This design comes from an exercise in tuning for small area and a short achievable clock period on the open sky130 flow, not from production work.
Where RTL was checked, it was by simulation tests only, not by an equivalence proof against the original.

== run A ==
==> flow/design.v (excerpt) <==
module goertzel_filter
  (input  [13:0] input_signal,
   input  clk,
   input  rst,
   output [39:0] magnitude);
Settings: LEC_CHECK=0, CAP_MARGIN=20, CORE_MARGIN=2, CORE_UTILIZATION=55, SLEW_MARGIN=20, SYNTH_HIERARCHICAL=1, SYNTH_MINIMUM_KEEP_SIZE=0; clock period 45.0 ns.
standard.sh (not shown) runs the stock make flow with config.mk's settings and CLKGATE_MAP_FILE= SYNTH_SCRIPT=/design/flow/synth_recipe.tcl, a recipe that flattens the netlist after the stock synthesis.
==> flow/flow/run.sh <==
#!/bin/bash
set -euo pipefail
bash standard.sh SETUP_SLACK_MARGIN=29 finish > orfs_make.log 2>&1
## Diff of input files: run B against run A
# run A
export LEC_CHECK = 0
export CAP_MARGIN = 20
export CORE_MARGIN = 2
export CORE_UTILIZATION = 55
export SLEW_MARGIN = 20
export SYNTH_HIERARCHICAL = 1
export SYNTH_MINIMUM_KEEP_SIZE = 0
create_clock -name core_clock -period 45.0 [get_ports {clk}]
# run B
export LEC_CHECK = 0
export CAP_MARGIN = 20
export CORE_MARGIN = 2
export CORE_UTILIZATION = 55
export CTS_BUF_LIST = sky130_fd_sc_hd__clkbuf_8
export CTS_CLUSTER_SIZE = 40
export SLEW_MARGIN = 20
export SYNTH_HIERARCHICAL = 1
export SYNTH_MINIMUM_KEEP_SIZE = 0
export TNS_END_PERCENT = 10
create_clock -name core_clock -period 45.0 [get_ports {clk}]
==> flow/flow/run.sh <==
#!/bin/bash
set -euo pipefail
bash standard.sh SETUP_SLACK_MARGIN=28.5 finish > orfs_make.log 2>&1
## What came out
- Total of clock buffers placed in the layout: run A and run B compared, higher one is run A
- [diff] half-perimeter wire length after placement, run B relative to run A: improvement
- Total placed instance area went down slightly going from run A to run B.
Modified inputs, run C compared to run B
# run B
export LEC_CHECK = 0
export CAP_MARGIN = 20
export CORE_MARGIN = 2
export CORE_UTILIZATION = 55
export CTS_BUF_LIST = sky130_fd_sc_hd__clkbuf_8
export CTS_CLUSTER_SIZE = 40
export SLEW_MARGIN = 20
export SYNTH_HIERARCHICAL = 1
export SYNTH_MINIMUM_KEEP_SIZE = 0
export TNS_END_PERCENT = 10
create_clock -name core_clock -period 45.0 [get_ports {clk}]
# run C
export LEC_CHECK = 0
export CAP_MARGIN = 20
export CORE_MARGIN = 2
export CORE_UTILIZATION = 55
export SLEW_MARGIN = 20
export SYNTH_HIERARCHICAL = 1
export SYNTH_MINIMUM_KEEP_SIZE = 0
create_clock -name core_clock -period 45.0 [get_ports {clk}]
[summary]
Compared with run B, run C shows via count of the first global-routing pass lower by 1.4%. Run C against run B; wire length of the first global-routing pass is up slightly. Run C ended up with a higher number of fill cells than run B did. Comparing run C with run B, the post-layout instance area came out essentially unchanged. Result for run C and run B: all clean. From run B to run C the numbers moved as follows: overall global routing resource usage barely changed; final cell count without fillers barely changed; final setup violation count barely changed.
No functional check of the RTL was part of any run of this note.

========
red:
goertzel_filter, a different RTL version from the one above (not shown whole).
Size: about 1800 cells after synthesis, roughly 71 flip-flops, ~56 I/O pins, ~21000 um2 of cells after synthesis.
Design goertzel_filter, start of the top module:
module goertzel_filter
  (input  [13:0] input_signal,
   input  clk,
   input  rst,
   output [39:0] magnitude);
export LEC_CHECK = 0
export CAP_MARGIN = 20
export CORE_MARGIN = 2
export CORE_UTILIZATION = 40
export SLEW_MARGIN = 20
export SYNTH_HIERARCHICAL = 1
export SYNTH_MINIMUM_KEEP_SIZE = 0
create_clock -name core_clock -period 45.0 [get_ports {clk}]
==> flow/flow/run.sh <==
#!/bin/bash
set -euo pipefail
bash standard.sh SETUP_SLACK_MARGIN=26 finish > orfs_make.log 2>&1
## Diff of input files: blue against red
==> flow/flow/run.sh <==
#!/bin/bash
set -euo pipefail
bash standard.sh SETUP_SLACK_MARGIN=28 finish > orfs_make.log 2>&1
## What came out
blue: flow completed, timing, DRC and antenna clean
Compare red and blue | final weighted congestion in routability-driven placement higher: blue
Delta (blue minus red): worst slew margin relative to its limit now smaller, final hold slack now smaller.
#### Input delta (green over blue)
==> flow/flow/run.sh <==
#!/bin/bash
set -euo pipefail
bash standard.sh SETUP_SLACK_MARGIN=27.5 finish > orfs_make.log 2>&1
==> comparison <==
- STATUS via count: green wins against blue
- Compared with blue, in green final layout net count went down by 18, final design area excluding fillers went down by about 1.4%, minimum period implied by the final worst setup slack went up by 0.0031 ns, fraction of layout instances using a drive strength above 1 went down by 2.6 points, non-clock buffer count went down by 18.
- Changes observed in green relative to blue: wire length per cell after detailed routing dropped about 1.4%; share of the clock period used by the worst path after layout barely changed; layout-stage area growth over the synthesis result dropped 1.6 points.
- Changes observed in green relative to blue: cell depth of the worst setup path went down; clock-buffer cell count went up.
Modified inputs, orange compared to green
==> flow/flow/run.sh <==
#!/bin/bash
set -euo pipefail
bash standard.sh SETUP_SLACK_MARGIN=29 finish > orfs_make.log 2>&1
[summary]
orange — total met2 wirelength after detailed routing 3.1% higher, green as reference. On area taken by multi-input logic gates, the lower figure sits with green, not orange. Comparing green and orange, final area is lower on green. Against green, orange comes in 0.29 points lower on sequential share of layout area. Comparing green and orange, the higher final wirelength was measured on orange. | number of hold violations in the final report | orange vs green | ≈ equal |. Having completed the whole flow, orange delivered a layout that passed the timing, design-rule and antenna checks.

[afterwards: timing with drivers on the ports]
The flow's constraints put no driver on any port. The routed layouts listed below were extracted and timed again, unchanged, in two steps. Step 1: set_driving_cell puts a clkbuf_16 on clk and a buf_2 on each other input, an assumption about the parent block. Step 2 times the ports against the registers' clock, not the clock port: input delays grow and output delays shrink by t, the midpoint of the rising clock arrivals with the driver on. Slacks: no drivers / after step 1 / after step 2; pairs: no drivers / after step 1.
run	shift t [ns]	setup slack, ns	slew at the worst register clock pin (ns)	worst data-port slew with drivers (ns)	pins driven straight from the clock port
run A	0.440	28.471 / 28.476 / 28.037	0.08 / 0.08	0.06	1
run B	0.484	28.545 / 28.548 / 28.063	0.09 / 0.09	0.06	1
run C	0.439	28.363 / 28.375 / 27.936	0.07 / 0.07	0.07	1
red	0.441	26.371 / 26.395 / 25.955	0.07 / 0.07	0.04	1
blue	0.438	27.551 / 27.558 / 27.120	0.07 / 0.07	0.06	1
green	0.440	27.548 / 27.552 / 27.112	0.06 / 0.06	0.07	1
orange	0.448	27.687 / 27.708 / 27.261	0.08 / 0.08	0.07	1
After both steps setup and hold are still met in every run listed. For run B, which loses most, drivers alone change the setup slack by +0.003 ns; drivers and shift together by -0.482 ns.
